This design comes from an exercise in tuning for small area and a short achievable clock period on the open sky130 flow, not from production work. No functional check of the RTL was part of any run shown here.

## design/flow/run.sh

```bash
#!/bin/bash
# synth_recipe.tcl (not shown) runs the flow's synth.tcl, then flattens the netlist and writes it again
# the make line also repeats each setting of config.mk as NAME=value (left out here)
make -C /OpenROAD-flow-scripts/flow DESIGN_CONFIG=/design/flow/config.mk WORK_HOME=/design/flow/orfs CLKGATE_MAP_FILE= SYNTH_SCRIPT=/design/flow/synth_recipe.tcl finish
```

## design/flow/config.mk

```make
export PLATFORM = sky130hd
export DESIGN_NAME = mac_unit
export DESIGN_NICKNAME = mac_unit
export VERILOG_FILES = /design/flow/design.v
export SDC_FILE = /design/flow/constraint.sdc
export NUM_CORES = 4
export LEC_CHECK = 0
export CAP_MARGIN = 20
export CORE_MARGIN = 2
export CORE_UTILIZATION = 65
export SETUP_SLACK_MARGIN = 3.3
export SLEW_MARGIN = 20
export SYNTH_HIERARCHICAL = 1
export SYNTH_MINIMUM_KEEP_SIZE = 0
```

## design/flow/constraint.sdc

```tcl
create_clock -name core_clock -period 7.0 [get_ports {clk}]
set_input_delay 1.4000 -clock core_clock [delete_from_list [all_inputs] [get_ports {clk}]]
set_output_delay 1.4000 -clock core_clock [all_outputs]
set_load 0.01 [all_outputs]
```

## design/flow/design.v

```verilog
module mac_unit #(
    parameter AW = 16,
    parameter BW = 16,
    parameter ACCW = 40,
    parameter SIGNED = 0
)(
    input  wire clk,
    input  wire rst_n,
    input  wire en,
    input  wire valid_in,
    input  wire [AW-1:0] a,
    input  wire [BW-1:0] b,
    output reg  valid_out,
    output reg  [ACCW-1:0] acc_out
);
  reg [78:0] pr;
  reg valid_reg;
  wire [39:0] nacc = ~acc_out;
  wire p1;
  wire p2;
  wire p3;
  wire p4;
  wire p5;
  wire p6;
  wire p7;
  wire p8;
  wire p9;
  wire p10;
  wire p11;
  wire p12;
  wire p13;
  wire p14;
  wire p15;
  wire p16;
  wire p17;
  wire p18;
  wire p19;
  wire p20;
  wire p21;
  wire p22;
  wire p23;
  wire p24;
  wire p25;
  wire p26;
  wire p27;
  wire p28;
  wire p29;
  wire p30;
  wire p31;
  wire p32;
  wire p33;
  wire p34;
  wire p35;
  wire p36;
  wire p37;
  wire p38;
  wire p39;
  wire p40;
  wire p41;
  wire p42;
  wire p43;
  wire p44;
  wire p45;
  wire p46;
  wire p47;
  wire p48;
  wire p49;
  wire p50;
  wire p51;
  wire p52;
  wire p53;
  wire p54;
  wire p55;
  wire p56;
  wire p57;
  wire p58;
  wire p59;
  wire p60;
  wire p61;
  wire p62;
  wire p63;
  wire p64;
  wire p65;
  wire p66;
  wire p67;
  wire p68;
  wire p69;
  wire p70;
  wire p71;
  wire p72;
  wire p73;
  wire p74;
  wire p75;
  wire p76;
  wire p77;
  wire p78;
  wire p79;
  wire p80;
  wire p81;
  wire p82;
  wire p83;
  wire p84;
  wire p85;
  wire p86;
  wire p87;
  wire p88;
  wire p89;
  wire p90;
  wire p91;
  wire p92;
  wire p93;
  wire p94;
  wire p95;
  wire p96;
  wire p97;
  wire p98;
  wire p99;
  wire p100;
  wire p101;
  wire p102;
  wire p103;
  wire p104;
  wire p105;
  wire p106;
  wire p107;
  wire p108;
  wire p109;
  wire p110;
  wire p111;
  wire p112;
  wire p113;
  wire p114;
  wire p115;
  wire p116;
  wire p117;
  wire p118;
  wire p119;
  wire p120;
  wire p121;
  wire p122;
  wire p123;
  wire p124;
  wire p125;
  wire p126;
  wire p127;
  wire p128;
  wire p129;
  wire p130;
  wire p131;
  wire p132;
  wire p133;
  wire p134;
  wire p135;
  wire p136;
  wire p137;
  wire p138;
  wire p139;
  wire p140;
  wire p141;
  wire p142;
  wire p143;
  wire p144;
  wire p145;
  wire p146;
  wire p147;
  wire p148;
  wire p149;
  wire p150;
  wire p151;
  wire p152;
  wire p153;
  wire p154;
  wire p155;
  wire p156;
  wire p157;
  wire p158;
  wire p159;
  wire p160;
  wire p161;
  wire p162;
  wire p163;
  wire p164;
  wire p165;
  wire p166;
  wire p167;
  wire p168;
  wire p169;
  wire p170;
  wire p171;
  wire p172;
  wire p173;
  wire p174;
  wire p175;
  wire p176;
  wire p177;
  wire p178;
  wire p179;
  wire p180;
  wire p181;
  wire p182;
  wire p183;
  wire p184;
  wire p185;
  wire p186;
  wire p187;
  wire p188;
  wire p189;
  wire p190;
  wire p191;
  wire p192;
  wire p193;
  wire p194;
  wire p195;
  wire p196;
  wire p197;
  wire p198;
  wire p199;
  wire p200;
  wire p201;
  wire p202;
  wire p203;
  wire p204;
  wire p205;
  wire p206;
  wire p207;
  wire p208;
  wire p209;
  wire p210;
  wire p211;
  wire p212;
  wire p213;
  wire p214;
  wire p215;
  wire p216;
  wire p217;
  wire p218;
  wire p219;
  wire p220;
  wire p221;
  wire p222;
  wire p223;
  wire p224;
  wire p225;
  wire p226;
  wire p227;
  wire p228;
  wire p229;
  wire p230;
  wire p231;
  wire p232;
  wire p233;
  wire p234;
  wire p235;
  wire p236;
  wire p237;
  wire p238;
  wire p239;
  wire p240;
  wire p241;
  wire p242;
  wire p243;
  wire p244;
  wire p245;
  wire p246;
  wire p247;
  wire p248;
  wire p249;
  wire p250;
  wire p251;
  wire p252;
  wire p253;
  wire p254;
  wire p255;
  wire p256;
  wire s257;
  wire c258;
  wire s259;
  wire c260;
  wire s261;
  wire c262;
  wire s263;
  wire c264;
  wire s265;
  wire c266;
  wire s267;
  wire c268;
  wire s269;
  wire c270;
  wire s271;
  wire c272;
  wire s273;
  wire c274;
  wire s275;
  wire c276;
  wire s277;
  wire c278;
  wire s279;
  wire c280;
  wire s281;
  wire c282;
  wire s283;
  wire c284;
  wire s285;
  wire c286;
  wire s287;
  wire c288;
  wire s289;
  wire c290;
  wire s291;
  wire c292;
  wire s293;
  wire c294;
  wire s295;
  wire c296;
  wire s297;
  wire c298;
  wire s299;
  wire c300;
  wire s301;
  wire c302;
  wire s303;
  wire c304;
  wire s305;
  wire c306;
  wire s307;
  wire c308;
  wire s309;
  wire c310;
  wire s311;
  wire c312;
  wire s313;
  wire c314;
  wire s315;
  wire c316;
  wire s317;
  wire c318;
  wire s319;
  wire c320;
  wire s321;
  wire c322;
  wire s323;
  wire c324;
  wire s325;
  wire c326;
  wire s327;
  wire c328;
  wire s329;
  wire c330;
  wire s331;
  wire c332;
  wire s333;
  wire c334;
  wire s335;
  wire c336;
  wire s337;
  wire c338;
  wire s339;
  wire c340;
  wire s341;
  wire c342;
  wire s343;
  wire c344;
  wire s345;
  wire c346;
  wire s347;
  wire c348;
  wire s349;
  wire c350;
  wire s351;
  wire c352;
  wire s353;
  wire c354;
  wire s355;
  wire c356;
  wire s357;
  wire c358;
  wire s359;
  wire c360;
  wire s361;
  wire c362;
  wire s363;
  wire c364;
  wire s365;
  wire c366;
  wire s367;
  wire c368;
  wire s369;
  wire c370;
  wire s371;
  wire c372;
  wire s373;
  wire c374;
  wire s375;
  wire c376;
  wire s377;
  wire c378;
  wire s379;
  wire c380;
  wire s381;
  wire c382;
  wire s383;
  wire c384;
  wire s385;
  wire c386;
  wire s387;
  wire c388;
  wire s389;
  wire c390;
  wire s391;
  wire c392;
  wire s393;
  wire c394;
  wire s395;
  wire c396;
  wire s397;
  wire c398;
  wire s399;
  wire c400;
  wire s401;
  wire c402;
  wire s403;
  wire c404;
  wire s405;
  wire c406;
  wire s407;
  wire c408;
  wire s409;
  wire c410;
  wire s411;
  wire c412;
  wire s413;
  wire c414;
  wire s415;
  wire c416;
  wire s417;
  wire c418;
  wire s419;
  wire c420;
  wire s421;
  wire c422;
  wire s423;
  wire c424;
  wire s425;
  wire c426;
  wire s427;
  wire c428;
  wire s429;
  wire c430;
  wire s431;
  wire c432;
  wire s433;
  wire c434;
  wire s435;
  wire c436;
  wire s437;
  wire c438;
  wire s439;
  wire c440;
  wire s441;
  wire c442;
  wire s443;
  wire c444;
  wire s445;
  wire c446;
  wire s447;
  wire c448;
  wire s449;
  wire c450;
  wire s451;
  wire c452;
  wire s453;
  wire c454;
  wire s455;
  wire c456;
  wire s457;
  wire c458;
  wire s459;
  wire c460;
  wire s461;
  wire c462;
  wire s463;
  wire c464;
  wire s465;
  wire c466;
  wire s467;
  wire c468;
  wire s469;
  wire c470;
  wire s471;
  wire c472;
  wire s473;
  wire c474;
  wire s475;
  wire c476;
  wire s477;
  wire c478;
  wire s479;
  wire c480;
  wire s481;
  wire c482;
  wire s483;
  wire c484;
  wire s485;
  wire c486;
  wire s487;
  wire c488;
  wire s489;
  wire c490;
  wire s491;
  wire c492;
  wire s493;
  wire c494;
  wire s495;
  wire c496;
  wire s497;
  wire c498;
  wire s499;
  wire c500;
  wire s501;
  wire c502;
  wire s503;
  wire c504;
  wire s505;
  wire c506;
  wire s507;
  wire c508;
  wire s509;
  wire c510;
  wire s511;
  wire c512;
  wire s513;
  wire c514;
  wire s515;
  wire c516;
  wire s517;
  wire c518;
  wire s519;
  wire c520;
  wire s521;
  wire c522;
  wire s523;
  wire c524;
  wire s525;
  wire c526;
  wire s527;
  wire c528;
  wire s529;
  wire c530;
  wire s531;
  wire c532;
  wire s533;
  wire c534;
  wire s535;
  wire c536;
  wire s537;
  wire c538;
  wire s539;
  wire c540;
  wire s541;
  wire c542;
  wire s543;
  wire c544;
  wire s545;
  wire c546;
  wire s547;
  wire c548;
  wire s549;
  wire c550;
  wire s551;
  wire c552;
  wire s553;
  wire c554;
  wire s555;
  wire c556;
  wire s557;
  wire c558;
  wire s559;
  wire c560;
  wire s561;
  wire c562;
  wire s563;
  wire c564;
  wire s565;
  wire c566;
  wire s567;
  wire c568;
  wire s569;
  wire c570;
  wire s571;
  wire c572;
  wire s573;
  wire c574;
  wire s575;
  wire c576;
  wire s577;
  wire c578;
  wire s579;
  wire c580;
  wire s581;
  wire c582;
  wire s583;
  wire c584;
  wire s585;
  wire c586;
  wire s587;
  wire c588;
  wire s589;
  wire c590;
  wire s591;
  wire c592;
  wire s593;
  wire c594;
  wire s595;
  wire c596;
  wire s597;
  wire c598;
  wire s599;
  wire c600;
  wire s601;
  wire c602;
  wire s603;
  wire c604;
  wire s605;
  wire c606;
  wire s607;
  wire c608;
  wire s609;
  wire c610;
  wire s611;
  wire c612;
  wire s613;
  wire c614;
  wire s615;
  wire c616;
  wire s617;
  wire c618;
  wire s619;
  wire c620;
  wire s621;
  wire c622;
  wire s623;
  wire c624;
  wire s625;
  wire c626;
  wire s627;
  wire c628;
  wire s629;
  wire c630;
  wire s631;
  wire c632;
  wire s633;
  wire c634;
  wire s635;
  wire c636;
  wire s637;
  wire c638;
  wire s639;
  wire c640;
  wire s641;
  wire c642;
  wire s643;
  wire c644;
  wire s645;
  wire c646;
  wire s647;
  wire c648;
  wire s649;
  wire c650;
  wire s651;
  wire c652;
  wire s653;
  wire c654;
  wire s655;
  wire c656;
  wire s657;
  wire c658;
  wire s659;
  wire c660;
  wire s661;
  wire c662;
  wire s663;
  wire c664;
  wire s665;
  wire c666;
  wire s667;
  wire c668;
  wire s669;
  wire c670;
  wire s671;
  wire c672;
  wire s673;
  wire c674;
  wire s675;
  wire c676;
  wire s677;
  wire c678;
  wire s679;
  wire c680;
  wire s681;
  wire c682;
  wire s683;
  wire c684;
  wire s685;
  wire c686;
  wire s687;
  wire c688;
  wire s689;
  wire c690;
  wire s691;
  wire c692;
  wire s693;
  wire c694;
  wire s695;
  wire c696;
  wire s697;
  wire c698;
  wire s699;
  wire c700;
  wire s701;
  wire c702;
  wire s703;
  wire c704;
  wire s705;
  wire c706;
  wire s707;
  wire c708;
  wire s709;
  wire c710;
  wire s711;
  wire c712;
  wire s713;
  wire c714;
  wire s715;
  wire c716;
  wire s717;
  wire c718;
  wire s719;
  wire c720;
  wire s721;
  wire c722;
  wire s723;
  wire c724;
  wire s725;
  wire c726;
  wire s727;
  wire c728;
  wire s729;
  wire c730;
  wire s731;
  wire c732;
  wire s733;
  wire c734;
  wire s735;
  wire c736;
  assign p1 = ~(a[0] & b[0]);
  assign p2 = ~(a[0] & b[1]);
  assign p3 = ~(a[0] & b[2]);
  assign p4 = ~(a[0] & b[3]);
  assign p5 = ~(a[0] & b[4]);
  assign p6 = ~(a[0] & b[5]);
  assign p7 = ~(a[0] & b[6]);
  assign p8 = ~(a[0] & b[7]);
  assign p9 = ~(a[0] & b[8]);
  assign p10 = ~(a[0] & b[9]);
  assign p11 = ~(a[0] & b[10]);
  assign p12 = ~(a[0] & b[11]);
  assign p13 = ~(a[0] & b[12]);
  assign p14 = ~(a[0] & b[13]);
  assign p15 = ~(a[0] & b[14]);
  assign p16 = ~(a[0] & b[15]);
  assign p17 = ~(a[1] & b[0]);
  assign p18 = ~(a[1] & b[1]);
  assign p19 = ~(a[1] & b[2]);
  assign p20 = ~(a[1] & b[3]);
  assign p21 = ~(a[1] & b[4]);
  assign p22 = ~(a[1] & b[5]);
  assign p23 = ~(a[1] & b[6]);
  assign p24 = ~(a[1] & b[7]);
  assign p25 = ~(a[1] & b[8]);
  assign p26 = ~(a[1] & b[9]);
  assign p27 = ~(a[1] & b[10]);
  assign p28 = ~(a[1] & b[11]);
  assign p29 = ~(a[1] & b[12]);
  assign p30 = ~(a[1] & b[13]);
  assign p31 = ~(a[1] & b[14]);
  assign p32 = ~(a[1] & b[15]);
  assign p33 = ~(a[2] & b[0]);
  assign p34 = ~(a[2] & b[1]);
  assign p35 = ~(a[2] & b[2]);
  assign p36 = ~(a[2] & b[3]);
  assign p37 = ~(a[2] & b[4]);
  assign p38 = ~(a[2] & b[5]);
  assign p39 = ~(a[2] & b[6]);
  assign p40 = ~(a[2] & b[7]);
  assign p41 = ~(a[2] & b[8]);
  assign p42 = ~(a[2] & b[9]);
  assign p43 = ~(a[2] & b[10]);
  assign p44 = ~(a[2] & b[11]);
  assign p45 = ~(a[2] & b[12]);
  assign p46 = ~(a[2] & b[13]);
  assign p47 = ~(a[2] & b[14]);
  assign p48 = ~(a[2] & b[15]);
  assign p49 = ~(a[3] & b[0]);
  assign p50 = ~(a[3] & b[1]);
  assign p51 = ~(a[3] & b[2]);
  assign p52 = ~(a[3] & b[3]);
  assign p53 = ~(a[3] & b[4]);
  assign p54 = ~(a[3] & b[5]);
  assign p55 = ~(a[3] & b[6]);
  assign p56 = ~(a[3] & b[7]);
  assign p57 = ~(a[3] & b[8]);
  assign p58 = ~(a[3] & b[9]);
  assign p59 = ~(a[3] & b[10]);
  assign p60 = ~(a[3] & b[11]);
  assign p61 = ~(a[3] & b[12]);
  assign p62 = ~(a[3] & b[13]);
  assign p63 = ~(a[3] & b[14]);
  assign p64 = ~(a[3] & b[15]);
  assign p65 = ~(a[4] & b[0]);
  assign p66 = ~(a[4] & b[1]);
  assign p67 = ~(a[4] & b[2]);
  assign p68 = ~(a[4] & b[3]);
  assign p69 = ~(a[4] & b[4]);
  assign p70 = ~(a[4] & b[5]);
  assign p71 = ~(a[4] & b[6]);
  assign p72 = ~(a[4] & b[7]);
  assign p73 = ~(a[4] & b[8]);
  assign p74 = ~(a[4] & b[9]);
  assign p75 = ~(a[4] & b[10]);
  assign p76 = ~(a[4] & b[11]);
  assign p77 = ~(a[4] & b[12]);
  assign p78 = ~(a[4] & b[13]);
  assign p79 = ~(a[4] & b[14]);
  assign p80 = ~(a[4] & b[15]);
  assign p81 = ~(a[5] & b[0]);
  assign p82 = ~(a[5] & b[1]);
  assign p83 = ~(a[5] & b[2]);
  assign p84 = ~(a[5] & b[3]);
  assign p85 = ~(a[5] & b[4]);
  assign p86 = ~(a[5] & b[5]);
  assign p87 = ~(a[5] & b[6]);
  assign p88 = ~(a[5] & b[7]);
  assign p89 = ~(a[5] & b[8]);
  assign p90 = ~(a[5] & b[9]);
  assign p91 = ~(a[5] & b[10]);
  assign p92 = ~(a[5] & b[11]);
  assign p93 = ~(a[5] & b[12]);
  assign p94 = ~(a[5] & b[13]);
  assign p95 = ~(a[5] & b[14]);
  assign p96 = ~(a[5] & b[15]);
  assign p97 = ~(a[6] & b[0]);
  assign p98 = ~(a[6] & b[1]);
  assign p99 = ~(a[6] & b[2]);
  assign p100 = ~(a[6] & b[3]);
  assign p101 = ~(a[6] & b[4]);
  assign p102 = ~(a[6] & b[5]);
  assign p103 = ~(a[6] & b[6]);
  assign p104 = ~(a[6] & b[7]);
  assign p105 = ~(a[6] & b[8]);
  assign p106 = ~(a[6] & b[9]);
  assign p107 = ~(a[6] & b[10]);
  assign p108 = ~(a[6] & b[11]);
  assign p109 = ~(a[6] & b[12]);
  assign p110 = ~(a[6] & b[13]);
  assign p111 = ~(a[6] & b[14]);
  assign p112 = ~(a[6] & b[15]);
  assign p113 = ~(a[7] & b[0]);
  assign p114 = ~(a[7] & b[1]);
  assign p115 = ~(a[7] & b[2]);
  assign p116 = ~(a[7] & b[3]);
  assign p117 = ~(a[7] & b[4]);
  assign p118 = ~(a[7] & b[5]);
  assign p119 = ~(a[7] & b[6]);
  assign p120 = ~(a[7] & b[7]);
  assign p121 = ~(a[7] & b[8]);
  assign p122 = ~(a[7] & b[9]);
  assign p123 = ~(a[7] & b[10]);
  assign p124 = ~(a[7] & b[11]);
  assign p125 = ~(a[7] & b[12]);
  assign p126 = ~(a[7] & b[13]);
  assign p127 = ~(a[7] & b[14]);
  assign p128 = ~(a[7] & b[15]);
  assign p129 = ~(a[8] & b[0]);
  assign p130 = ~(a[8] & b[1]);
  assign p131 = ~(a[8] & b[2]);
  assign p132 = ~(a[8] & b[3]);
  assign p133 = ~(a[8] & b[4]);
  assign p134 = ~(a[8] & b[5]);
  assign p135 = ~(a[8] & b[6]);
  assign p136 = ~(a[8] & b[7]);
  assign p137 = ~(a[8] & b[8]);
  assign p138 = ~(a[8] & b[9]);
  assign p139 = ~(a[8] & b[10]);
  assign p140 = ~(a[8] & b[11]);
  assign p141 = ~(a[8] & b[12]);
  assign p142 = ~(a[8] & b[13]);
  assign p143 = ~(a[8] & b[14]);
  assign p144 = ~(a[8] & b[15]);
  assign p145 = ~(a[9] & b[0]);
  assign p146 = ~(a[9] & b[1]);
  assign p147 = ~(a[9] & b[2]);
  assign p148 = ~(a[9] & b[3]);
  assign p149 = ~(a[9] & b[4]);
  assign p150 = ~(a[9] & b[5]);
  assign p151 = ~(a[9] & b[6]);
  assign p152 = ~(a[9] & b[7]);
  assign p153 = ~(a[9] & b[8]);
  assign p154 = ~(a[9] & b[9]);
  assign p155 = ~(a[9] & b[10]);
  assign p156 = ~(a[9] & b[11]);
  assign p157 = ~(a[9] & b[12]);
  assign p158 = ~(a[9] & b[13]);
  assign p159 = ~(a[9] & b[14]);
  assign p160 = ~(a[9] & b[15]);
  assign p161 = ~(a[10] & b[0]);
  assign p162 = ~(a[10] & b[1]);
  assign p163 = ~(a[10] & b[2]);
  assign p164 = ~(a[10] & b[3]);
  assign p165 = ~(a[10] & b[4]);
  assign p166 = ~(a[10] & b[5]);
  assign p167 = ~(a[10] & b[6]);
  assign p168 = ~(a[10] & b[7]);
  assign p169 = ~(a[10] & b[8]);
  assign p170 = ~(a[10] & b[9]);
  assign p171 = ~(a[10] & b[10]);
  assign p172 = ~(a[10] & b[11]);
  assign p173 = ~(a[10] & b[12]);
  assign p174 = ~(a[10] & b[13]);
  assign p175 = ~(a[10] & b[14]);
  assign p176 = ~(a[10] & b[15]);
  assign p177 = ~(a[11] & b[0]);
  assign p178 = ~(a[11] & b[1]);
  assign p179 = ~(a[11] & b[2]);
  assign p180 = ~(a[11] & b[3]);
  assign p181 = ~(a[11] & b[4]);
  assign p182 = ~(a[11] & b[5]);
  assign p183 = ~(a[11] & b[6]);
  assign p184 = ~(a[11] & b[7]);
  assign p185 = ~(a[11] & b[8]);
  assign p186 = ~(a[11] & b[9]);
  assign p187 = ~(a[11] & b[10]);
  assign p188 = ~(a[11] & b[11]);
  assign p189 = ~(a[11] & b[12]);
  assign p190 = ~(a[11] & b[13]);
  assign p191 = ~(a[11] & b[14]);
  assign p192 = ~(a[11] & b[15]);
  assign p193 = ~(a[12] & b[0]);
  assign p194 = ~(a[12] & b[1]);
  assign p195 = ~(a[12] & b[2]);
  assign p196 = ~(a[12] & b[3]);
  assign p197 = ~(a[12] & b[4]);
  assign p198 = ~(a[12] & b[5]);
  assign p199 = ~(a[12] & b[6]);
  assign p200 = ~(a[12] & b[7]);
  assign p201 = ~(a[12] & b[8]);
  assign p202 = ~(a[12] & b[9]);
  assign p203 = ~(a[12] & b[10]);
  assign p204 = ~(a[12] & b[11]);
  assign p205 = ~(a[12] & b[12]);
  assign p206 = ~(a[12] & b[13]);
  assign p207 = ~(a[12] & b[14]);
  assign p208 = ~(a[12] & b[15]);
  assign p209 = ~(a[13] & b[0]);
  assign p210 = ~(a[13] & b[1]);
  assign p211 = ~(a[13] & b[2]);
  assign p212 = ~(a[13] & b[3]);
  assign p213 = ~(a[13] & b[4]);
  assign p214 = ~(a[13] & b[5]);
  assign p215 = ~(a[13] & b[6]);
  assign p216 = ~(a[13] & b[7]);
  assign p217 = ~(a[13] & b[8]);
  assign p218 = ~(a[13] & b[9]);
  assign p219 = ~(a[13] & b[10]);
  assign p220 = ~(a[13] & b[11]);
  assign p221 = ~(a[13] & b[12]);
  assign p222 = ~(a[13] & b[13]);
  assign p223 = ~(a[13] & b[14]);
  assign p224 = ~(a[13] & b[15]);
  assign p225 = ~(a[14] & b[0]);
  assign p226 = ~(a[14] & b[1]);
  assign p227 = ~(a[14] & b[2]);
  assign p228 = ~(a[14] & b[3]);
  assign p229 = ~(a[14] & b[4]);
  assign p230 = ~(a[14] & b[5]);
  assign p231 = ~(a[14] & b[6]);
  assign p232 = ~(a[14] & b[7]);
  assign p233 = ~(a[14] & b[8]);
  assign p234 = ~(a[14] & b[9]);
  assign p235 = ~(a[14] & b[10]);
  assign p236 = ~(a[14] & b[11]);
  assign p237 = ~(a[14] & b[12]);
  assign p238 = ~(a[14] & b[13]);
  assign p239 = ~(a[14] & b[14]);
  assign p240 = ~(a[14] & b[15]);
  assign p241 = ~(a[15] & b[0]);
  assign p242 = ~(a[15] & b[1]);
  assign p243 = ~(a[15] & b[2]);
  assign p244 = ~(a[15] & b[3]);
  assign p245 = ~(a[15] & b[4]);
  assign p246 = ~(a[15] & b[5]);
  assign p247 = ~(a[15] & b[6]);
  assign p248 = ~(a[15] & b[7]);
  assign p249 = ~(a[15] & b[8]);
  assign p250 = ~(a[15] & b[9]);
  assign p251 = ~(a[15] & b[10]);
  assign p252 = ~(a[15] & b[11]);
  assign p253 = ~(a[15] & b[12]);
  assign p254 = ~(a[15] & b[13]);
  assign p255 = ~(a[15] & b[14]);
  assign p256 = ~(a[15] & b[15]);
  mac_hai ha1 (.a(p104), .b(p119), .s(s257), .co(c258));
  mac_fa fa1 (.a(p105), .b(p120), .ci(p135), .s(s259), .co(c260));
  mac_hai ha2 (.a(p15), .b(p150), .s(s261), .co(c262));
  mac_fa fa2 (.a(p106), .b(p121), .ci(p136), .s(s263), .co(c264));
  mac_fa fa3 (.a(p151), .b(p16), .ci(p166), .s(s265), .co(c266));
  mac_hai ha3 (.a(p181), .b(p196), .s(s267), .co(c268));
  mac_fa fa4 (.a(p107), .b(p122), .ci(p137), .s(s269), .co(c270));
  mac_fa fa5 (.a(p152), .b(p167), .ci(p182), .s(s271), .co(c272));
  mac_hai ha4 (.a(p197), .b(p212), .s(s273), .co(c274));
  mac_fa fa6 (.a(p108), .b(p123), .ci(p138), .s(s275), .co(c276));
  mac_fa fa7 (.a(p153), .b(p168), .ci(p183), .s(s277), .co(c278));
  mac_fa fa8 (.a(p109), .b(p124), .ci(p139), .s(s279), .co(c280));
  mac_hai ha5 (.a(p10), .b(p100), .s(s281), .co(c282));
  mac_fa fa9 (.a(p101), .b(p11), .ci(p116), .s(s283), .co(c284));
  mac_hai ha6 (.a(p131), .b(p146), .s(s285), .co(c286));
  mac_fa fa10 (.a(p102), .b(p117), .ci(p12), .s(s287), .co(c288));
  mac_fa fa11 (.a(p132), .b(p147), .ci(p162), .s(s289), .co(c290));
  mac_hai ha7 (.a(p177), .b(p27), .s(s291), .co(c292));
  mac_fa fa12 (.a(p103), .b(p118), .ci(p13), .s(s293), .co(c294));
  mac_fa fa13 (.a(p133), .b(p148), .ci(p163), .s(s295), .co(c296));
  mac_fa fa14 (.a(p178), .b(p193), .ci(p28), .s(s297), .co(c298));
  mac_hai ha8 (.a(p43), .b(p58), .s(s299), .co(c300));
  mac_fa fa15 (.a(p134), .b(p14), .ci(p149), .s(s301), .co(c302));
  mac_fa fa16 (.a(p164), .b(p179), .ci(p194), .s(s303), .co(c304));
  mac_fa fa17 (.a(p209), .b(p29), .ci(p44), .s(s305), .co(c306));
  mac_fa fa18 (.a(p59), .b(p74), .ci(p89), .s(s307), .co(c308));
  mac_fa fa19 (.a(p165), .b(p180), .ci(p195), .s(s309), .co(c310));
  mac_fa fa20 (.a(p210), .b(p225), .ci(p30), .s(s311), .co(c312));
  mac_fa fa21 (.a(p45), .b(p60), .ci(p75), .s(s313), .co(c314));
  mac_fa fa22 (.a(p90), .b(c258), .ci(s261), .s(s315), .co(c316));
  mac_fa fa23 (.a(p211), .b(p226), .ci(p241), .s(s317), .co(c318));
  mac_fa fa24 (.a(p31), .b(p46), .ci(p61), .s(s319), .co(c320));
  mac_fa fa25 (.a(p76), .b(p91), .ci(c262), .s(s321), .co(c322));
  mac_fa fa26 (.a(s267), .b(c260), .ci(s263), .s(s323), .co(c324));
  mac_fa fa27 (.a(p227), .b(p242), .ci(p32), .s(s325), .co(c326));
  mac_fa fa28 (.a(p47), .b(p62), .ci(p77), .s(s327), .co(c328));
  mac_fa fa29 (.a(p92), .b(c268), .ci(s273), .s(s329), .co(c330));
  mac_fa fa30 (.a(c264), .b(c266), .ci(s269), .s(s331), .co(c332));
  mac_fa fa31 (.a(p198), .b(p213), .ci(p228), .s(s333), .co(c334));
  mac_fa fa32 (.a(p243), .b(p48), .ci(p63), .s(s335), .co(c336));
  mac_fa fa33 (.a(p78), .b(p93), .ci(c274), .s(s337), .co(c338));
  mac_fa fa34 (.a(c270), .b(c272), .ci(s275), .s(s339), .co(c340));
  mac_fa fa35 (.a(p154), .b(p169), .ci(p184), .s(s341), .co(c342));
  mac_fa fa36 (.a(p199), .b(p214), .ci(p229), .s(s343), .co(c344));
  mac_fa fa37 (.a(p244), .b(p64), .ci(p79), .s(s345), .co(c346));
  mac_fa fa38 (.a(p94), .b(c276), .ci(c278), .s(s347), .co(c348));
  mac_fa fa39 (.a(p110), .b(p125), .ci(p140), .s(s349), .co(c350));
  mac_fa fa40 (.a(p155), .b(p170), .ci(p185), .s(s351), .co(c352));
  mac_fa fa41 (.a(p200), .b(p215), .ci(p230), .s(s353), .co(c354));
  mac_fa fa42 (.a(p245), .b(p80), .ci(p95), .s(s355), .co(c356));
  mac_fa fa43 (.a(p111), .b(p126), .ci(p141), .s(s357), .co(c358));
  mac_fa fa44 (.a(p156), .b(p171), .ci(p186), .s(s359), .co(c360));
  mac_fa fa45 (.a(p201), .b(p216), .ci(p231), .s(s361), .co(c362));
  mac_fa fa46 (.a(p112), .b(p127), .ci(p142), .s(s363), .co(c364));
  mac_fa fa47 (.a(p157), .b(p172), .ci(p187), .s(s365), .co(c366));
  mac_fa fa48 (.a(p128), .b(p143), .ci(p158), .s(s367), .co(c368));
  mac_hai ha9 (.a(p22), .b(p37), .s(s369), .co(c370));
  mac_fa fa49 (.a(p113), .b(p23), .ci(p38), .s(s371), .co(c372));
  mac_hai ha10 (.a(p53), .b(p68), .s(s373), .co(c374));
  mac_fa fa50 (.a(p114), .b(p129), .ci(p24), .s(s375), .co(c376));
  mac_fa fa51 (.a(p39), .b(p54), .ci(p69), .s(s377), .co(c378));
  mac_hai ha11 (.a(p84), .b(p9), .s(s379), .co(c380));
  mac_fa fa52 (.a(p115), .b(p130), .ci(p145), .s(s381), .co(c382));
  mac_fa fa53 (.a(p25), .b(p40), .ci(p55), .s(s383), .co(c384));
  mac_fa fa54 (.a(p70), .b(p85), .ci(s281), .s(s385), .co(c386));
  mac_fa fa55 (.a(p161), .b(p26), .ci(p41), .s(s387), .co(c388));
  mac_fa fa56 (.a(p56), .b(p71), .ci(p86), .s(s389), .co(c390));
  mac_fa fa57 (.a(c282), .b(s285), .ci(s283), .s(s391), .co(c392));
  mac_fa fa58 (.a(p42), .b(p57), .ci(p72), .s(s393), .co(c394));
  mac_fa fa59 (.a(p87), .b(c286), .ci(s291), .s(s395), .co(c396));
  mac_fa fa60 (.a(c284), .b(s287), .ci(s289), .s(s397), .co(c398));
  mac_fa fa61 (.a(p73), .b(p88), .ci(c292), .s(s399), .co(c400));
  mac_fa fa62 (.a(s299), .b(c288), .ci(c290), .s(s401), .co(c402));
  mac_fa fa63 (.a(s293), .b(s295), .ci(s297), .s(s403), .co(c404));
  mac_fa fa64 (.a(c300), .b(s257), .ci(c294), .s(s405), .co(c406));
  mac_fa fa65 (.a(c296), .b(c298), .ci(s301), .s(s407), .co(c408));
  mac_fa fa66 (.a(s303), .b(s305), .ci(s307), .s(s409), .co(c410));
  mac_fa fa67 (.a(c302), .b(c304), .ci(c306), .s(s411), .co(c412));
  mac_fa fa68 (.a(c308), .b(s259), .ci(s309), .s(s413), .co(c414));
  mac_fa fa69 (.a(s311), .b(s313), .ci(s315), .s(s415), .co(c416));
  mac_fa fa70 (.a(c310), .b(c312), .ci(c314), .s(s417), .co(c418));
  mac_fa fa71 (.a(s265), .b(s317), .ci(s319), .s(s419), .co(c420));
  mac_fa fa72 (.a(c316), .b(s321), .ci(s323), .s(s421), .co(c422));
  mac_fa fa73 (.a(c318), .b(c320), .ci(s271), .s(s423), .co(c424));
  mac_fa fa74 (.a(s325), .b(s327), .ci(c322), .s(s425), .co(c426));
  mac_fa fa75 (.a(s329), .b(c324), .ci(s331), .s(s427), .co(c428));
  mac_fa fa76 (.a(c326), .b(c328), .ci(s277), .s(s429), .co(c430));
  mac_fa fa77 (.a(s333), .b(s335), .ci(c330), .s(s431), .co(c432));
  mac_fa fa78 (.a(s337), .b(c332), .ci(s339), .s(s433), .co(c434));
  mac_fa fa79 (.a(c334), .b(c336), .ci(s279), .s(s435), .co(c436));
  mac_fa fa80 (.a(s341), .b(s343), .ci(s345), .s(s437), .co(c438));
  mac_fa fa81 (.a(c338), .b(s347), .ci(c340), .s(s439), .co(c440));
  mac_fa fa82 (.a(c280), .b(c342), .ci(c344), .s(s441), .co(c442));
  mac_fa fa83 (.a(c346), .b(s349), .ci(s351), .s(s443), .co(c444));
  mac_fa fa84 (.a(s353), .b(s355), .ci(c348), .s(s445), .co(c446));
  mac_fa fa85 (.a(p246), .b(p96), .ci(c350), .s(s447), .co(c448));
  mac_fa fa86 (.a(c352), .b(c354), .ci(c356), .s(s449), .co(c450));
  mac_fa fa87 (.a(s357), .b(s359), .ci(s361), .s(s451), .co(c452));
  mac_fa fa88 (.a(p202), .b(p217), .ci(p232), .s(s453), .co(c454));
  mac_fa fa89 (.a(p247), .b(c358), .ci(c360), .s(s455), .co(c456));
  mac_fa fa90 (.a(c362), .b(s363), .ci(s365), .s(s457), .co(c458));
  mac_fa fa91 (.a(p173), .b(p188), .ci(p203), .s(s459), .co(c460));
  mac_fa fa92 (.a(p218), .b(p233), .ci(p248), .s(s461), .co(c462));
  mac_fa fa93 (.a(c364), .b(c366), .ci(s367), .s(s463), .co(c464));
  mac_fa fa94 (.a(p144), .b(p159), .ci(p174), .s(s465), .co(c466));
  mac_fa fa95 (.a(p189), .b(p204), .ci(p219), .s(s467), .co(c468));
  mac_fa fa96 (.a(p234), .b(p249), .ci(c368), .s(s469), .co(c470));
  mac_fa fa97 (.a(p160), .b(p175), .ci(p190), .s(s471), .co(c472));
  mac_fa fa98 (.a(p205), .b(p220), .ci(p235), .s(s473), .co(c474));
  mac_fa fa99 (.a(p176), .b(p191), .ci(p206), .s(s475), .co(c476));
  mac_hai ha12 (.a(p20), .b(p35), .s(s477), .co(c478));
  mac_fa fa100 (.a(p21), .b(p36), .ci(p51), .s(s479), .co(c480));
  mac_hai ha13 (.a(p6), .b(p66), .s(s481), .co(c482));
  mac_fa fa101 (.a(p52), .b(p67), .ci(p7), .s(s483), .co(c484));
  mac_fa fa102 (.a(p82), .b(p97), .ci(s369), .s(s485), .co(c486));
  mac_fa fa103 (.a(p8), .b(p83), .ci(p98), .s(s487), .co(c488));
  mac_fa fa104 (.a(c370), .b(s373), .ci(s371), .s(s489), .co(c490));
  mac_fa fa105 (.a(p99), .b(c374), .ci(s379), .s(s491), .co(c492));
  mac_fa fa106 (.a(c372), .b(s375), .ci(s377), .s(s493), .co(c494));
  mac_fa fa107 (.a(c380), .b(c376), .ci(c378), .s(s495), .co(c496));
  mac_fa fa108 (.a(s381), .b(s383), .ci(s385), .s(s497), .co(c498));
  mac_fa fa109 (.a(c382), .b(c384), .ci(s387), .s(s499), .co(c500));
  mac_fa fa110 (.a(s389), .b(c386), .ci(s391), .s(s501), .co(c502));
  mac_fa fa111 (.a(c388), .b(c390), .ci(s393), .s(s503), .co(c504));
  mac_fa fa112 (.a(s395), .b(c392), .ci(s397), .s(s505), .co(c506));
  mac_fa fa113 (.a(c394), .b(c396), .ci(s399), .s(s507), .co(c508));
  mac_fa fa114 (.a(s401), .b(c398), .ci(s403), .s(s509), .co(c510));
  mac_fa fa115 (.a(c400), .b(c402), .ci(s405), .s(s511), .co(c512));
  mac_fa fa116 (.a(c404), .b(s407), .ci(s409), .s(s513), .co(c514));
  mac_fa fa117 (.a(c406), .b(c408), .ci(c410), .s(s515), .co(c516));
  mac_fa fa118 (.a(s411), .b(s413), .ci(s415), .s(s517), .co(c518));
  mac_fa fa119 (.a(c412), .b(c414), .ci(s417), .s(s519), .co(c520));
  mac_fa fa120 (.a(s419), .b(c416), .ci(s421), .s(s521), .co(c522));
  mac_fa fa121 (.a(c418), .b(c420), .ci(s423), .s(s523), .co(c524));
  mac_fa fa122 (.a(s425), .b(c422), .ci(s427), .s(s525), .co(c526));
  mac_fa fa123 (.a(c424), .b(s429), .ci(c426), .s(s527), .co(c528));
  mac_fa fa124 (.a(s431), .b(c428), .ci(s433), .s(s529), .co(c530));
  mac_fa fa125 (.a(c430), .b(s435), .ci(s437), .s(s531), .co(c532));
  mac_fa fa126 (.a(c432), .b(c434), .ci(s439), .s(s533), .co(c534));
  mac_fa fa127 (.a(c436), .b(c438), .ci(s441), .s(s535), .co(c536));
  mac_fa fa128 (.a(s443), .b(s445), .ci(c440), .s(s537), .co(c538));
  mac_fa fa129 (.a(c442), .b(s447), .ci(c444), .s(s539), .co(c540));
  mac_fa fa130 (.a(s449), .b(s451), .ci(c446), .s(s541), .co(c542));
  mac_fa fa131 (.a(s453), .b(c448), .ci(c450), .s(s543), .co(c544));
  mac_fa fa132 (.a(s455), .b(c452), .ci(s457), .s(s545), .co(c546));
  mac_fa fa133 (.a(c454), .b(s459), .ci(s461), .s(s547), .co(c548));
  mac_fa fa134 (.a(c456), .b(c458), .ci(s463), .s(s549), .co(c550));
  mac_fa fa135 (.a(c460), .b(c462), .ci(s465), .s(s551), .co(c552));
  mac_fa fa136 (.a(s467), .b(s469), .ci(c464), .s(s553), .co(c554));
  mac_fa fa137 (.a(p250), .b(c466), .ci(c468), .s(s555), .co(c556));
  mac_fa fa138 (.a(s471), .b(s473), .ci(c470), .s(s557), .co(c558));
  mac_fa fa139 (.a(p221), .b(p236), .ci(p251), .s(s559), .co(c560));
  mac_fa fa140 (.a(c472), .b(c474), .ci(s475), .s(s561), .co(c562));
  mac_fa fa141 (.a(p192), .b(p207), .ci(p222), .s(s563), .co(c564));
  mac_fa fa142 (.a(p237), .b(p252), .ci(c476), .s(s565), .co(c566));
  mac_fa fa143 (.a(p208), .b(p223), .ci(p238), .s(s567), .co(c568));
  mac_fa fa144 (.a(p18), .b(p3), .ci(p33), .s(s569), .co(c570));
  mac_fa fa145 (.a(p19), .b(p34), .ci(p4), .s(s571), .co(c572));
  mac_fa fa146 (.a(p49), .b(c570), .ci(s571), .s(s573), .co(c574));
  mac_fa fa147 (.a(p5), .b(p50), .ci(p65), .s(s575), .co(c576));
  mac_fa fa148 (.a(s477), .b(c572), .ci(s575), .s(s577), .co(c578));
  mac_fa fa149 (.a(p81), .b(c478), .ci(s481), .s(s579), .co(c580));
  mac_fa fa150 (.a(c576), .b(s479), .ci(s579), .s(s581), .co(c582));
  mac_fa fa151 (.a(c482), .b(c480), .ci(s483), .s(s583), .co(c584));
  mac_fa fa152 (.a(c580), .b(s485), .ci(s583), .s(s585), .co(c586));
  mac_fa fa153 (.a(c484), .b(s487), .ci(c486), .s(s587), .co(c588));
  mac_fa fa154 (.a(c584), .b(s489), .ci(s587), .s(s589), .co(c590));
  mac_fa fa155 (.a(c488), .b(s491), .ci(c490), .s(s591), .co(c592));
  mac_fa fa156 (.a(s493), .b(c588), .ci(s591), .s(s593), .co(c594));
  mac_fa fa157 (.a(c492), .b(s495), .ci(c494), .s(s595), .co(c596));
  mac_fa fa158 (.a(s497), .b(c592), .ci(s595), .s(s597), .co(c598));
  mac_fa fa159 (.a(c496), .b(s499), .ci(c498), .s(s599), .co(c600));
  mac_fa fa160 (.a(c596), .b(s501), .ci(s599), .s(s601), .co(c602));
  mac_fa fa161 (.a(c500), .b(s503), .ci(c502), .s(s603), .co(c604));
  mac_fa fa162 (.a(c504), .b(s507), .ci(c506), .s(s605), .co(c606));
  mac_fa fa163 (.a(c508), .b(s511), .ci(c510), .s(s607), .co(c608));
  mac_fa fa164 (.a(c512), .b(s515), .ci(c514), .s(s609), .co(c610));
  mac_fa fa165 (.a(c516), .b(s519), .ci(c518), .s(s611), .co(c612));
  mac_fa fa166 (.a(s543), .b(c540), .ci(s545), .s(s613), .co(c614));
  mac_fa fa167 (.a(s547), .b(c544), .ci(c546), .s(s615), .co(c616));
  mac_fa fa168 (.a(c548), .b(s551), .ci(c550), .s(s617), .co(c618));
  mac_fa fa169 (.a(s555), .b(c552), .ci(s557), .s(s619), .co(c620));
  mac_fa fa170 (.a(s559), .b(c556), .ci(s561), .s(s621), .co(c622));
  mac_fa fa171 (.a(c560), .b(s563), .ci(s565), .s(s623), .co(c624));
  mac_fa fa172 (.a(c562), .b(s623), .ci(c622), .s(s625), .co(c626));
  mac_fa fa173 (.a(p253), .b(c564), .ci(s567), .s(s627), .co(c628));
  mac_fa fa174 (.a(c566), .b(s627), .ci(c624), .s(s629), .co(c630));
  mac_fa fa175 (.a(p224), .b(p239), .ci(p254), .s(s631), .co(c632));
  mac_fa fa176 (.a(c568), .b(s631), .ci(c628), .s(s633), .co(c634));
  mac_fa fa177 (.a(p240), .b(p255), .ci(c632), .s(s635), .co(c636));
  mac_hai ha14 (.a(pr[1]), .b(pr[2]), .s(s637), .co(c638));
  mac_hai ha15 (.a(pr[3]), .b(nacc[2]), .s(s639), .co(c640));
  mac_hai ha16 (.a(pr[4]), .b(nacc[3]), .s(s641), .co(c642));
  mac_fa fa178 (.a(pr[5]), .b(pr[6]), .ci(nacc[4]), .s(s643), .co(c644));
  mac_fa fa179 (.a(pr[7]), .b(pr[8]), .ci(nacc[5]), .s(s645), .co(c646));
  mac_fa fa180 (.a(pr[10]), .b(pr[9]), .ci(nacc[6]), .s(s647), .co(c648));
  mac_fa fa181 (.a(pr[11]), .b(pr[12]), .ci(nacc[7]), .s(s649), .co(c650));
  mac_fa fa182 (.a(pr[13]), .b(pr[14]), .ci(nacc[8]), .s(s651), .co(c652));
  mac_fa fa183 (.a(pr[15]), .b(pr[16]), .ci(nacc[9]), .s(s653), .co(c654));
  mac_fa fa184 (.a(pr[17]), .b(pr[18]), .ci(nacc[10]), .s(s655), .co(c656));
  mac_fa fa185 (.a(pr[19]), .b(pr[20]), .ci(pr[21]), .s(s657), .co(c658));
  mac_fa fa186 (.a(pr[22]), .b(nacc[11]), .ci(c656), .s(s659), .co(c660));
  mac_fa fa187 (.a(pr[23]), .b(pr[24]), .ci(pr[25]), .s(s661), .co(c662));
  mac_fa fa188 (.a(nacc[12]), .b(c658), .ci(s661), .s(s663), .co(c664));
  mac_fa fa189 (.a(pr[26]), .b(pr[27]), .ci(pr[28]), .s(s665), .co(c666));
  mac_fa fa190 (.a(nacc[13]), .b(c662), .ci(s665), .s(s667), .co(c668));
  mac_fa fa191 (.a(pr[29]), .b(pr[30]), .ci(pr[31]), .s(s669), .co(c670));
  mac_fa fa192 (.a(nacc[14]), .b(c666), .ci(s669), .s(s671), .co(c672));
  mac_fa fa193 (.a(pr[32]), .b(pr[33]), .ci(pr[34]), .s(s673), .co(c674));
  mac_fa fa194 (.a(nacc[15]), .b(c670), .ci(s673), .s(s675), .co(c676));
  mac_fa fa195 (.a(pr[35]), .b(pr[36]), .ci(pr[37]), .s(s677), .co(c678));
  mac_fa fa196 (.a(pr[38]), .b(pr[39]), .ci(nacc[16]), .s(s679), .co(c680));
  mac_fa fa197 (.a(c674), .b(s677), .ci(s679), .s(s681), .co(c682));
  mac_fa fa198 (.a(pr[40]), .b(pr[41]), .ci(pr[42]), .s(s683), .co(c684));
  mac_fa fa199 (.a(pr[43]), .b(nacc[17]), .ci(c678), .s(s685), .co(c686));
  mac_fa fa200 (.a(c680), .b(s683), .ci(s685), .s(s687), .co(c688));
  mac_fa fa201 (.a(pr[44]), .b(pr[45]), .ci(pr[46]), .s(s689), .co(c690));
  mac_fa fa202 (.a(pr[47]), .b(nacc[18]), .ci(c684), .s(s691), .co(c692));
  mac_fa fa203 (.a(s689), .b(c686), .ci(s691), .s(s693), .co(c694));
  mac_fa fa204 (.a(pr[48]), .b(pr[49]), .ci(pr[50]), .s(s695), .co(c696));
  mac_fa fa205 (.a(pr[51]), .b(nacc[19]), .ci(c690), .s(s697), .co(c698));
  mac_fa fa206 (.a(s695), .b(c692), .ci(s697), .s(s699), .co(c700));
  mac_fa fa207 (.a(pr[52]), .b(pr[53]), .ci(pr[54]), .s(s701), .co(c702));
  mac_fa fa208 (.a(pr[55]), .b(nacc[20]), .ci(c696), .s(s703), .co(c704));
  mac_fa fa209 (.a(s701), .b(c698), .ci(s703), .s(s705), .co(c706));
  mac_fa fa210 (.a(pr[56]), .b(pr[57]), .ci(nacc[21]), .s(s707), .co(c708));
  mac_fa fa211 (.a(c702), .b(s707), .ci(c704), .s(s709), .co(c710));
  mac_fa fa212 (.a(pr[58]), .b(pr[59]), .ci(pr[60]), .s(s711), .co(c712));
  mac_fa fa213 (.a(nacc[22]), .b(c708), .ci(s711), .s(s713), .co(c714));
  mac_fa fa214 (.a(pr[61]), .b(pr[62]), .ci(pr[63]), .s(s715), .co(c716));
  mac_fa fa215 (.a(nacc[23]), .b(c712), .ci(s715), .s(s717), .co(c718));
  mac_fa fa216 (.a(pr[64]), .b(pr[65]), .ci(pr[66]), .s(s719), .co(c720));
  mac_fa fa217 (.a(nacc[24]), .b(c716), .ci(s719), .s(s721), .co(c722));
  mac_fa fa218 (.a(pr[67]), .b(pr[68]), .ci(pr[69]), .s(s723), .co(c724));
  mac_fa fa219 (.a(nacc[25]), .b(c720), .ci(s723), .s(s725), .co(c726));
  mac_fa fa220 (.a(pr[70]), .b(nacc[26]), .ci(c724), .s(s727), .co(c728));
  mac_fa fa221 (.a(pr[71]), .b(pr[72]), .ci(nacc[27]), .s(s729), .co(c730));
  mac_fa fa222 (.a(pr[73]), .b(pr[74]), .ci(nacc[28]), .s(s731), .co(c732));
  mac_fa fa223 (.a(pr[75]), .b(pr[76]), .ci(nacc[29]), .s(s733), .co(c734));
  mac_fa fa224 (.a(pr[77]), .b(pr[78]), .ci(nacc[30]), .s(s735), .co(c736));
  wire [39:0] ra = {nacc[39], nacc[38], nacc[37], nacc[36], nacc[35], nacc[34], nacc[33], nacc[32], nacc[31], c734, c732, c730, s729, s727, c722, c718, c714, s713, c706, c700, c694, c688, c682, c676, c672, c668, c664, c660, s657, c654, c652, c650, c648, c646, c644, c642, c640, c638, nacc[1], pr[0]};
  wire [39:0] rb = {1'b1, 1'b1, 1'b1, 1'b1, 1'b1, 1'b1, 1'b1, 1'b1, c736, s735, s733, s731, c728, c726, s725, s721, s717, c710, s709, s705, s699, s693, s687, s681, s675, s671, s667, s663, s659, s655, s653, s651, s649, s647, s645, s643, s641, s639, s637, nacc[0]};
  wire [33:0] lo = {1'b0, ra[32:0]} + {1'b0, rb[32:0]} + 34'd1;
  wire [6:0] hi_inc = acc_out[39:33] + 7'd1;
  wire [39:0] sum = {lo[33] ? acc_out[39:33] : hi_inc, ~lo[32:0]};
  always @(posedge clk) begin
    pr <= {c636, p256, c634, s635, c630, s633, c626, s629, s625, c620, s621, c558, c618, s619, c554, s617, c616, s553, s615, c614, s549, s613, c542, c538, s541, s539, c536, s537, c534, s535, c532, s533, c530, s531, c528, s529, c526, s527, c524, c612, s525, c522, s523, c520, s611, s521, c610, s609, c608, s517, s607, c606, s513, s605, c604, s509, c602, s603, c600, s505, s601, c598, s597, c594, s593, c590, s589, c586, s585, c582, s581, c578, s577, c574, s573, s569, p2, p17, p1};
    valid_reg <= valid_in & rst_n;
  end
  always @(posedge clk) begin
    if (!rst_n) begin
      acc_out <= 40'd0;
      valid_out <= 1'b0;
    end else begin
      valid_out <= valid_reg;
      if (en && valid_reg)
        acc_out <= sum;
    end
  end
endmodule
module mac_fa (input wire a, input wire b, input wire ci,
               output wire s, output wire co);
  assign s = a ^ b ^ ci;
  assign co = (a & b) | (a & ci) | (b & ci);
endmodule
module mac_hai (input wire a, input wire b, output wire s, output wire co);
  mac_xnor x0 (.a(a), .b(b), .y(s));
  mac_or o0 (.a(a), .b(b), .y(co));
endmodule
module mac_xnor (input wire a, input wire b, output wire y);
  assign y = ~(a ^ b);
endmodule
module mac_or (input wire a, input wire b, output wire y);
  assign y = a | b;
endmodule
module mac_fx (input wire a, input wire b, input wire ci,
               output wire s, output wire co);
  wire t;
  mac_xor x0 (.a(a), .b(b), .y(t));
  mac_xor x1 (.a(t), .b(ci), .y(s));
  mac_mux m0 (.s(t), .d0(a), .d1(ci), .y(co));
endmodule
module mac_xor (input wire a, input wire b, output wire y);
  assign y = a ^ b;
endmodule
module mac_mux (input wire s, input wire d0, input wire d1, output wire y);
  assign y = s ? d1 : d0;
endmodule
```

==> results of run 1 <==
## kinds of logic after synthesis
kind of cell    synth area share [%]
simple gates                   15.01
flops                          22.34
mux                           0.3693
buf+inv                        4.223
fa+ha+maj                      45.35
compound gates                 9.151
xor+xnor                       3.554
## cell usage in the layout, fill, tap and decap left out, types with 5 or more instances in the layout
cell type | Yosys | final
a21oi_1 | 43 | 37
clkdlybuf4s50_1 | 0 | 44
nand2_1 | 283 | 278
dfxtp_1 | 121 | 120
a211oi_1 | 23 | 22
xor2_1 | 8 | 8
and3_1 | 5 | 5
nand2_2 | 1 | 5
and2_1 | 7 | 6
xnor2_1 | 36 | 35
nand3_1 | 14 | 14
nand2b_1 | 6 | 6
fa_2 | 0 | 10
or2_1 | 16 | 16
nor2_1 | 34 | 34
buf_2 | 0 | 25
fa_1 | 225 | 215
a21o_1 | 12 | 12
nand4_1 | 6 | 6
o21ai_0 | 31 | 29
buf_4 | 0 | 7
clkbuf_16 | 0 | 17
a21oi_2 | 2 | 7
inv_1 | 41 | 41
ha_1 | 33 | 25
## worst paths after layout
kind | from | endpoint | slack (ns) | cells past startpoint
setup / recovery | pr[42]$_DFF_P_ | acc_out[38]$_SDFFE_PN0P_ | 3.27 | 12
hold / removal | acc_out[2]$_SDFFE_PN0P_ | acc_out[2]$_SDFFE_PN0P_ | 0.48 | 2
hold reg to reg | acc_out[2]$_SDFFE_PN0P_ | acc_out[2]$_SDFFE_PN0P_ | 0.48 | 2
setup reg to reg | pr[42]$_DFF_P_ | acc_out[38]$_SDFFE_PN0P_ | 3.27 | 12
## worst min-delay path, cell delays in order, from the launching register on
cell and delay, ns:
dfxtp_1 0.32, nand2_1 0.06, a21oi_1 0.05
## what timing repair did
item,CTS,global route
pin swaps,3,17
gates resized for setup,108,82
buffers inserted,3,5
setup endpoints to repair,74,44
## metal layers
layer | track usage (%) | vias to the layer above | wire (um)
met1 | 47.18 | 4038 | 11660
met5 | 0 | - | 0
met3 | 8.409 | 50 | 2525
li1 | - | 3519 | -
met2 | 51.38 | 401 | 12750
met4 | 8.215 | 0 | 427
## layout make-up
class                   count  area, um^2
clock buffers              19       452.9
well taps                 220       275.3
multi-input cells         844        8182
clock inverters            13       145.1
fillers                  1158        4123
repair buffers             84       703.2
flip-flops and latches    121        2424
inverters                  42       161.4
## Yosys stat by module (local to each module, per instance), a selection
module    cells inside  copies in the design  cell area, um^2
mac_fa               1                   224            20.02
mac_or               1                    16            6.256
mac_unit           831                     1             6118
mac_xnor             1                    16            8.758
## per-stage QoR
step / cell area (um^2) / std cells / hold slack, ns
detailed placement: 11620 / 1303 / 0.4670
global route: 12340 / 1343 / 0.4904
finish: 12340 / 1343 / 0.4769
CTS: 12340 / 1338 / 0.4745
floorplan: 11390 / 1087 / 0.4624
global placement: 11620 / 1303 / 0.4547
==> results.cfg, run 1 <==
[status]
status = timing/DRC/antenna clean

[synthesis]
synth_seq_cells = 121
yosysMostFrequentCell = nand2_1
synth.top_cells.by_count = 283 x nand2_1, 225 x fa_1, 121 x dfxtp_1, 79 x clkbuf_1, 43 x a21oi_1
synth_edf_count = 0
async_reset_ff_share_pct = 0
syn_inst = 1087
netlist.area_leader.share_pct = 41.54
syn_area_um2 = 10840
yosysUniqueCellTypes = 55
synth_nets = 1381
ys.flop_type = dfxtp_1
ys_warn_count = 7
syn_avg_cell_area_um2 = 9.975
ys_seq_area_share_pct = 22.34
yosys-top-cells-area = fa_1 42%, dfxtp_1 22%, nand2_1 9.8%
yosysTopAreaCell = fa_1

[clock_tree]
clock_latency_ns = 0.43
cts.reportedPaths.clkPinSlew_ns = 0.06
numCtsBuffers = 17
cts_tree = done
cts_root_buffer = clkbuf_16
htreeDepth = 4
cts_sinks = 121
cts-root-to-sink-buffers = 2
hold_buffers = 0

[routing]
drt-total-wl_um = 27360
dr.pass1.iters = 5
viasPerCell = 5.963
wl_per_cell_um = 20.37
postRouteAntennaNets = 0
vias = 8008
route.detailed.drc = 0
drt_iter0_markers = 741

[placed_design]
routabilityCongestion = 0.9054
portBuffers = 76
hpwl_um = 20080
pre_cts_ws_ns = 2.299

[critical_path]
worst_ep_required_time_ns = 7.35
crit_chain = fa_2, fa_1, fa_1, ha_4, a21o_1, a21oi_2, nor2b_2, o22ai_2, o21ai_2, o31a_1, or4_1, a21oi_2
worstPathArrival_ns = 4.08
crit_family = adder cells
crit_buf_inv = 0
end_kind = register
max_stage_delay_ns = 0.57
crit_type = register to register
crit_fanout = 4
slowest_stage = fa_1
critPathLaunchType = register

[hold_path]
hold_path.class = register to register

[sta]
setup_viol = 0
hold_violations = 0
layout_min_cycle_time_ns = 3.731
rsz0062_at_grt = yes
fmax_mhz = 268.1
layout_setup_ws_ns = 3.269
maxSlewViolCount = 0
tightest_slew_ns = 1.050
slew_headroom_pct = 29.97
skew_ns = 0.009436
timing.setup.tns_ns = 0
min_period_over_period_pct = 53.29

[die]
core-area_um2 = 16470
die_y_um = 133.2
start_util_pct = 65.85
die_x_um = 133.2
die_area_um2 = 17730
rows = 47
ios = 77

[finish]
antennaDiodeCount = 0
fin_nets = 1404
layout-drive-gt1-share_pct = 11.04
largest_reg_flops = 79
finish.utilization_pct = 74.96
syn2layout_area_growth_pct = 13.84
largestRegisters = pr (79), acc_out (40)
largest-register = pr

[global_route]
grt_overflow_total = 0
grt_max_degree = 57
grt_pass1_vias = 8374
grt_pass1_wl_um = 44570
track_usage_pct = 32.93
antenna_found_initial = 0

[job]
max_cap_viol_count = 0
==> run 2: changes to the inputs <==
--- a/design/flow/config.mk
+++ b/design/flow/config.mk
@@ -9,4 +9,5 @@
 export CORE_MARGIN = 2
 export CORE_UTILIZATION = 65
+export CTS_BUF_LIST = sky130_fd_sc_hd__clkbuf_4 sky130_fd_sc_hd__clkbuf_8
 export SETUP_SLACK_MARGIN = 3.3
 export SLEW_MARGIN = 20
==> run 2 against run 1 <==
Maximum frequency rose by 2.3%; critical endpoint is now pr[57]$_DFF_P_; synthesized cell count unchanged; synthesized area is the same; register-to-register slack improved by 0.11 ns; cell count stayed put; first-iteration DRC count rose by 5.5%; via count about the same; clock skew increased by 0.0038 ns; highest routed layer unchanged; still clean on timing, DRC and antenna; non-clock buffer count is the same.
==> results.cfg, run 2 <==
[sta]
whs_ns = 0.4775
layout_min_cycle_time_ns = 3.648
fmax_mhz = 274.2
hold_violations = 0
slew_headroom_pct = 31.46
tightest_slew_ns = 1.028
rsz0062_at_grt = yes
maxSlewViolCount = 0
skew_ns = 0.01323
min_period_over_period_pct = 52.11
timing.setup.tns_ns = 0
setup_viol = 0

[finish]
largest-register = pr
largestRegisters = pr (79), acc_out (40)
largest_reg_flops = 79
num-fill-cells = 1173
fin_nets = 1404
syn2layout_area_growth_pct = 13.45
layout-drive-gt1-share_pct = 11.58
layout_common_cells = 278 x nand2_1, 215 x fa_1, 119 x dfxtp_1, 44 x clkdlybuf4s50_1, 41 x inv_1
finish.utilization_pct = 74.71
antennaDiodeCount = 0
layout_commonest_cell = nand2_1

[critical_path]
crit_type = input port to register
crit_fanout = 16
worstPathArrival_ns = 3.98
crit_buf_inv = 1
slowest_stage = fa_1
max_stage_delay_ns = 0.59
end_kind = register
worst_ep_required_time_ns = 7.34
crit_chain = clkdlybuf4s15_2, nand2_1, fa_1, fa_1, fa_1, fa_1
crit_family = adder cells
path_common_cell = fa_1
critPathLaunchType = input port

[placed_design]
routabilityCongestion = 0.9054
portBuffers = 76
hpwl_um = 20080

[synthesis]
syn_area_um2 = 10840
yosysMostFrequentCell = nand2_1
synth_seq_cells = 121
syn_avg_cell_area_um2 = 9.975
synth_edf_count = 0
yosysUniqueCellTypes = 55
netlist.area_leader.share_pct = 41.54
yosys-top-cells-area = fa_1 42%, dfxtp_1 22%, nand2_1 9.8%
synth.top_cells.by_count = 283 x nand2_1, 225 x fa_1, 121 x dfxtp_1, 79 x clkbuf_1, 43 x a21oi_1
ys_warn_count = 7
syn_inst = 1087
ys_seq_area_share_pct = 22.34
yosysTopAreaCell = fa_1
ys.flop_type = dfxtp_1
synth_nets = 1381
async_reset_ff_share_pct = 0

[die]
die_y_um = 133.2
die_x_um = 133.2
ios = 77
core-area_um2 = 16470
die_area_um2 = 17730
rows = 47
start_util_pct = 65.85

[routing]
route.detailed.drc = 0
drt-total-wl_um = 26980
postRouteAntennaNets = 0
drt_iter0_markers = 782
viasPerCell = 5.966
wl_per_cell_um = 20.09
vias = 8012
dr.pass1.iters = 6

[clock_tree]
cts-root-to-sink-buffers = 2
numCtsBuffers = 17
clock_latency_ns = 0.46
cts_root_buffer = clkbuf_8
hold_buffers = 0
htreeDepth = 4
cts_sinks = 121
cts_tree = done
cts.reportedPaths.clkPinSlew_ns = 0.07

[global_route]
grt_pass1_wl_um = 43810
grt_max_degree = 57
grt_overflow_total = 0
grt_pass1_vias = 8170
antenna_found_initial = 0
track_usage_pct = 32.54

[hold_path]
hold_path.class = register to register

[job]
max_cap_viol_count = 0

[status]
status = timing/DRC/antenna clean
## run 2: cell counts after synthesis
No cell type changed its count.
## run 2: through the flow
| stage | area [um^2] | cells | setup WS, ns |
|---|---|---|---|
| final | 12300 | 1343 | 3.352 |
| after global routing | 12300 | 1343 | 3.219 |
| after CTS | 12150 | 1338 | 3.307 |
| after detailed placement | 11620 | 1303 | 2.299 |
| after global placement | 11620 | 1303 | 2.336 |
| after floorplan | 11390 | 1087 | 3.217 |
## run 2: path summary, 6_finish.rpt
check                           from                       end  slack [ns]  cells past startpoint
max                            a[11]            pr[57]$_DFF_P_        3.35                      6
min          acc_out[2]$_SDFFE_PN0P_   acc_out[2]$_SDFFE_PN0P_        0.48                      2
max reg2reg           pr[26]$_DFF_P_  acc_out[31]$_SDFFE_PN0P_        3.38                     10
min reg2reg  acc_out[2]$_SDFFE_PN0P_   acc_out[2]$_SDFFE_PN0P_        0.48                      2
## run 2: what timing repair did
action	4_1_cts	5_1_grt
gates resized for setup	107	56
pin swaps	3	20
buffers inserted	3	5
setup endpoints to repair	64	34
## run 2: cell families after synthesis
logic type / after synthesis / synth area share, %
simple gates: 390 / 15.01
mux: 4 / 0.3693
compound gates: 148 / 9.151
fa+ha+maj: 258 / 45.35
flops: 121 / 22.34
xor+xnor: 44 / 3.554
buf+inv: 122 / 4.223
## run 2: worst reg2reg max path: cells and delay by family (launching register included)
| family | cells | cell delay [ns] |
|---|---|---|
| AOI/OAI and AO/OA | 3 | 0.69 |
| and+or+nand+nor | 4 | 1.01 |
| adders and majority gates | 3 | 1.47 |
| DFF | 1 | 0.32 |
## run 2: area by class of cell
class	instances	area [um^2]	area share (%)
clock inverter	13	145.1	1.180
tap	220	275.3	2.238
multi-input combinational	844	8218	66.80
clock buffer	19	261.5	2.126
inverter	42	161.4	1.312
timing repair buffer	84	815.8	6.631
sequential	121	2425	19.71
## run 2: routing by layer
layer | global-route usage, % | part of all wire [%]
met5 | 0 | 0
met2 | 49.97 | 47
met4 | 8.274 | 1.3
met1 | 47.15 | 42
met3 | 8.447 | 11
## run 2: modules after synthesis (local to each module, per instance), excerpt
module / cell area (um^2) / times used
mac_unit: 6118 / 1
mac_fa: 20.02 / 224
mac_xnor: 8.758 / 16
mac_or: 6.256 / 16

-- re-timing with driven ports --
No port has a modelled driver above. Below, the same layouts with a new extraction and two added sets of constraints. Step 1 (the two cells are an assumption about what drives the block):
set clk [get_ports {clk}]
set_driving_cell -lib_cell sky130_fd_sc_hd__clkbuf_16 $clk
set_driving_cell -lib_cell sky130_fd_sc_hd__buf_2 [delete_from_list [all_inputs] $clk]
Step 2, shift: input delay + t, output delay - t, t = (earliest + latest rising clock arrival at the registers) / 2. This alone moves slack from input paths to output paths. Slacks: ideal / step 1 / step 2; pairs: ideal / step 1.
run | t (ns) | setup slack, ns | worst setup path at the end | clock arrival spread, ns | cell pins on the clock port's net
run 1 | 0.461 | 3.269 / 3.269 / 2.914 | input to register | 0.009 / 0.009 | 1
run 2 | 0.486 | 3.352 / 3.348 / 2.862 | input to register | 0.015 / 0.016 | 1
After both steps every run listed still meets setup and hold. For run 2, which loses most, drivers alone change the setup slack by -0.004 ns; drivers and shift together by -0.490 ns.
